Source: an optimization exercise on an open RTL-to-GDS flow (aim: small area, a short achievable clock period and few clock cycles). Production flows keep margins and buffers that such runs may drop. At most, simulation tests tie the RTL to the original design; equivalence was not proved. Power figures rest on the tool's default switching activity, not on a simulated workload.

// RV32I_Processor
module RV32I_Processor(
    input         clk,
    input         rst,
    output [31:0] imem_addr,
    input  [31:0] imem_rdata,
    output [31:0] dmem_addr,
    output [31:0] dmem_wdata,
    output        dmem_we,
    input  [31:0] dmem_rdata
);
For scale: ~5500 cells after synthesis, about 160 I/O pins, roughly 66000 um2 of cells after synthesis.
export LEC_CHECK = 0
export CAP_MARGIN = 20
export CORE_MARGIN = 2
export CORE_UTILIZATION = 55
export CTS_CLUSTER_DIAMETER = 100
export CTS_CLUSTER_SIZE = 25
export PLACE_DENSITY = 0.7
export SLEW_MARGIN = 20
create_clock -name core_clock -period 11.0 [get_ports {clk}]
standard.sh (not shown) runs the stock make flow with config.mk's settings and CLKGATE_MAP_FILE= SYNTH_SCRIPT=/design/flow/synth_recipe.tcl, a recipe that flattens the netlist after the stock synthesis.
==> flow/flow/run.sh <==
#!/bin/bash
# Standard layout, with timing repair aiming for a larger setup slack.
set -euo pipefail
bash standard.sh SETUP_SLACK_MARGIN=7.5 finish > standard_flow.log 2>&1
Change:
--- a/flow/design.v
+++ b/flow/design.v
@@ -44,32 +44,22 @@
                            {{20{In[31]}}, In[31:20]};
 endmodule
 module Register_file(clk, WE3, WD3, A1, A2, A3, RD1, RD2);
     input clk, WE3;
     input  [4:0]  A1, A2, A3;
     input  [31:0] WD3;
     output [31:0] RD1, RD2;
     reg [31:0] Register [1:31];
-    integer i;
-    always @(posedge clk)
-        for (i = 1; i < 32; i = i + 1)
-            if (WE3 && A3 == i)
-                Register[i] <= WD3;
-    reg [31:0] o1, o2;
-    always @(*) begin
-        o1 = 32'd0;
-        o2 = 32'd0;
-        for (i = 1; i < 32; i = i + 1) begin
-            o1 = o1 | ({32{A1 == i}} & Register[i]);
-            o2 = o2 | ({32{A2 == i}} & Register[i]);
-        end
+    always @(posedge clk) begin
+        if (WE3 & (A3 != 5'h00))
+            Register[A3] <= WD3;
     end
-    assign RD1 = o1;
-    assign RD2 = o2;
+    assign RD1 = Register[A1];
+    assign RD2 = Register[A2];
 endmodule
 module Hazard_unit(
     input        ValidD,
     input  [4:0] Rs1D, Rs2D,
     input        UsesRs1D, UsesRs2D, OpAIsRs1D, OpBIsRs2D,
     input        RegWriteE, LoadE,
     input  [4:0] RdE,
     output       StallD, FwdA, FwdB, FwdS
@@ -106,16 +96,17 @@
     output [31:0] dmem_addr,
     output [31:0] dmem_wdata,
     output        dmem_we,
     input  [31:0] dmem_rdata
 );
     reg        RegWriteW, LoadW, MemWriteW;
     reg [4:0]  RdW;
     reg [31:0] ResultW, WriteDataW;
+    reg [31:0] MemAddrW;
     wire [31:0] WBDataW = LoadW ? dmem_rdata : ResultW;
     reg FlushR;
     reg  [31:2] PCF;
     wire [31:2] PCPlus4F = PCF + 30'd1;
     assign imem_addr = {PCF, 2'b00};
     reg         BtbValid;
     reg  [11:2] BtbTag, BtbTarget;
     wire        BtbHitF = BtbValid & (PCF[31:12] == 20'd0) & (PCF[11:2] == BtbTag);
@@ -323,13 +314,14 @@
             MemWriteW <= StoreEr;
         end
     end
     always @(posedge clk) begin
         LoadW      <= LoadEr;
         RdW        <= RdE;
         ResultW    <= ALUResultE | ({32{JumpLinkE}} & {AltE, 2'b00});
         WriteDataW <= SE;
+        MemAddrW   <= ALUResultE;
     end
-    assign dmem_addr  = ResultW;
+    assign dmem_addr  = MemAddrW;
     assign dmem_wdata = WriteDataW;
     assign dmem_we    = MemWriteW;
 endmodule
After rerunning: The changed run completed with no timing, DRC or antenna violations; die area rises by 11%; routed wire length shrinks by 20%; utilization drops by 2.4 points; synthesized area grows by 11%; cell count went down by about 3.7%; design area grows by 6.9%; via count decreases by 15%.
Testbench counts after the change, summed over its fixed seeds: cycles 61,321.
Function not checked in the first run of this note: the RTL went through the layout flow alone.

---

## delta
RV32I_Processor, a different RTL version from the one above (not shown whole).
Size in the first run: roughly 1400 flip-flops, roughly 160 I/O pins, ~72000 sq um of cells after synthesis.
Settings: LEC_CHECK=0, CAP_MARGIN=20, CORE_MARGIN=2, CORE_UTILIZATION=55, CTS_CLUSTER_DIAMETER=100, CTS_CLUSTER_SIZE=25, PLACE_DENSITY=0.7, SLEW_MARGIN=20; clock period 11.0 ns.
Scripts as last shown in full above: flow/flow/run.sh
Testbench counts of delta, summed over its fixed seeds: cycles 61,321.
Input-level comparison between alpha and delta:
diff --git a/flow/design.v b/flow/design.v
--- a/flow/design.v
+++ b/flow/design.v
@@ -93,22 +93,23 @@
     input         rst,
     output [31:0] imem_addr,
     input  [31:0] imem_rdata,
     output [31:0] dmem_addr,
     output [31:0] dmem_wdata,
     output        dmem_we,
     input  [31:0] dmem_rdata
 );
     reg        RegWriteW, LoadW, MemWriteW;
     reg [4:0]  RdW;
     reg [31:0] ResultW, WriteDataW;
+    reg [31:0] MemAddrW;
     wire [31:0] WBDataW = LoadW ? dmem_rdata : ResultW;
     reg FlushR;
     reg  [31:2] PCF;
     wire [31:2] PCPlus4F = PCF + 30'd1;
     assign imem_addr = {PCF, 2'b00};
     reg         BtbValid;
     reg  [11:2] BtbTag, BtbTarget;
     wire        BtbHitF = BtbValid & (PCF[31:12] == 20'd0) & (PCF[11:2] == BtbTag);
     wire        pdJAL = imem_rdata[6] & imem_rdata[3];
     wire        pdBr  = imem_rdata[6] & ~imem_rdata[2];
     wire [20:0] pdImmJ = {imem_rdata[31], imem_rdata[19:12], imem_rdata[20], imem_rdata[30:21], 1'b0};
@@ -137,24 +138,24 @@
     Extend extension (.In(InstrD), .Imm_Ext(ImmD));
     wire [31:0] RD1D, RD2D;
     Register_file rf (
         .clk(clk), .WE3(RegWriteW), .WD3(WBDataW),
         .A1(Rs1D), .A2(Rs2D), .A3(RdW),
         .RD1(RD1D), .RD2(RD2D)
     );
     reg         RegWriteEr, LoadEr, StoreEr, JALREr;
     reg  [17:0] rCond;    
     reg         rRR;
     reg  [4:0]  RdE;
-    wire        RegWriteE = RegWriteEr;
-    wire        LoadE     = LoadEr;
+    wire        RegWriteE = RegWriteEr & ~FlushR;
+    wire        LoadE     = LoadEr & ~FlushR;
     wire StallD, FwdAD, FwdBD, FwdSD;
     Hazard_unit hazard (
         .ValidD(ValidD), .Rs1D(Rs1D), .Rs2D(Rs2D),
         .UsesRs1D(usesRs1D), .UsesRs2D(usesRs2D),
         .OpAIsRs1D(~(isLUID | isAUIPCD)), .OpBIsRs2D(isRD | isBrD),
         .RegWriteE(RegWriteE), .LoadE(LoadE), .RdE(RdE),
         .StallD(StallD), .FwdA(FwdAD), .FwdB(FwdBD), .FwdS(FwdSD)
     );
     wire [31:2] TargetD  = PCD + {{11{ImmBJD[20]}}, ImmBJD};
     wire [31:2] PCPlus4D = PCD + 30'd1;
     wire        RedirectD = ValidD & PredTakenD & ~BtbHitD & ~StallD;
@@ -241,25 +242,25 @@
     wire [17:0] BrSelD = {cAll & {6{kAR}}, cAll & {6{kRB}}, cAll & {6{kAB}}};
     wire        BrRRD  = (cEq | cGe | cGeu) & FwdAD & FwdBD;
     always @(posedge clk or posedge rst) begin
         if (rst) begin
             RegWriteEr <= 1'b0;
             LoadEr     <= 1'b0;
             StoreEr    <= 1'b0;
             JALREr     <= 1'b0;
             rCond      <= 18'd0;
             rRR        <= 1'b0;
         end else begin
-            RegWriteEr <= IssueE & WritesD;
-            LoadEr     <= IssueE & WritesD & isLoadD;
-            StoreEr    <= IssueE & isStoreD;
+            RegWriteEr <= IssueD & WritesD;
+            LoadEr     <= IssueD & WritesD & isLoadD;
+            StoreEr    <= IssueD & isStoreD;
             JALREr     <= IssueE & isJALRD;
             rCond      <= BrSelD;
             rRR        <= BrRRD;
         end
     end
     always @(posedge clk) begin
         RdE        <= RdD;
         OpAE       <= OpAD;
         OpBE       <= OpBD;
         StoreDataE <= Rs2ValD;
         AltE       <= (isBrD & ~PredD) ? TargetD : PCPlus4D;
@@ -302,24 +303,25 @@
         .Eq({eqAR, eqRB, eqAB}), .Lt({ltAR, ltRB, ltAB}), .Ltu({ltuAR, ltuRB, ltuAB}),
         .Redirect(BranchRedirectE)
     );
     assign RedirectE = BranchRedirectE | JALREr;
     assign TargetE   = JALREr ? SumE[31:2] : AltE;
     always @(posedge clk or posedge rst) begin
         if (rst) begin
             RegWriteW <= 1'b0;
             MemWriteW <= 1'b0;
         end else begin
             RegWriteW <= RegWriteE;
-            MemWriteW <= StoreEr;
+            MemWriteW <= StoreEr & ~FlushR;
         end
     end
     always @(posedge clk) begin
         LoadW      <= LoadEr;
         RdW        <= RdE;
         ResultW    <= ALUResultE | ({32{JumpLinkE}} & {AltE, 2'b00});
         WriteDataW <= SE;
+        MemAddrW   <= ALUResultE;
     end
-    assign dmem_addr  = ResultW;
+    assign dmem_addr  = MemAddrW;
     assign dmem_wdata = WriteDataW;
     assign dmem_we    = MemWriteW;
 endmodule
==> comparison <==
alpha completed end to end with timing, DRC and antenna clean.
Sequential cell area fraction in the yosys report (higher): alpha
A topmost layer with routed signal wires of met5 is what delta shows, while met4 belongs to alpha.
Compared with delta, total vias in the final route in alpha decreased slightly.
alpha: setup slack 0.088 ns below delta
delta → alpha: power of the sequential group up about 2%; die area up 0.58%; cell area up 2100 sq um; post-cts resize count up 66; final critical delay including setup and external delays up 0.088 ns.
Diff delta -> alpha | number of instances in the synthesized netlist | up slightly
Diff alpha..delta | residual DRC count | unchanged
Going from delta to alpha, global placement routability congestion grew by a few percent.
Testbench counts of alpha, summed over its fixed seeds: cycles 61,321.

-- re-timing with driven ports --
No port has a modelled driver above. Below, the same layouts with a new extraction and two added sets of constraints. Step 1 assumes that a clkbuf_16 drives the clock port and a buf_2 every other input. Step 2 also shifts input and output timing later by t, the mid clock arrival at the registers, as if the neighbouring blocks saw the same clock. Three values: no drivers, after step 1, after step 2; two values: the first two.
run	shift t [ns]	setup slack, ns	hold slack, ns	latest minus earliest clock arrival (ns)	worst data-port slew with drivers (ns)
the first run of note 1	0.789	6.977 / 6.977 / 6.810	0.367 / 0.367 / 0.367	0.046 / 0.046	0.07
the second run of note 1	0.798	7.432 / 7.357 / 6.718	0.364 / 0.364 / 0.364	0.039 / 0.039	0.05
delta	0.758	7.315 / 7.251 / 6.759	0.397 / 0.397 / 0.397	0.048 / 0.049	0.05
alpha	0.768	7.227 / 7.227 / 6.741	0.402 / 0.402 / 0.402	0.062 / 0.061	0.06
After both steps setup and hold are still met in every run listed. The setup slack of the second run of note 1, which loses most, moves by -0.075 ns with the drivers and by -0.714 ns with both steps.
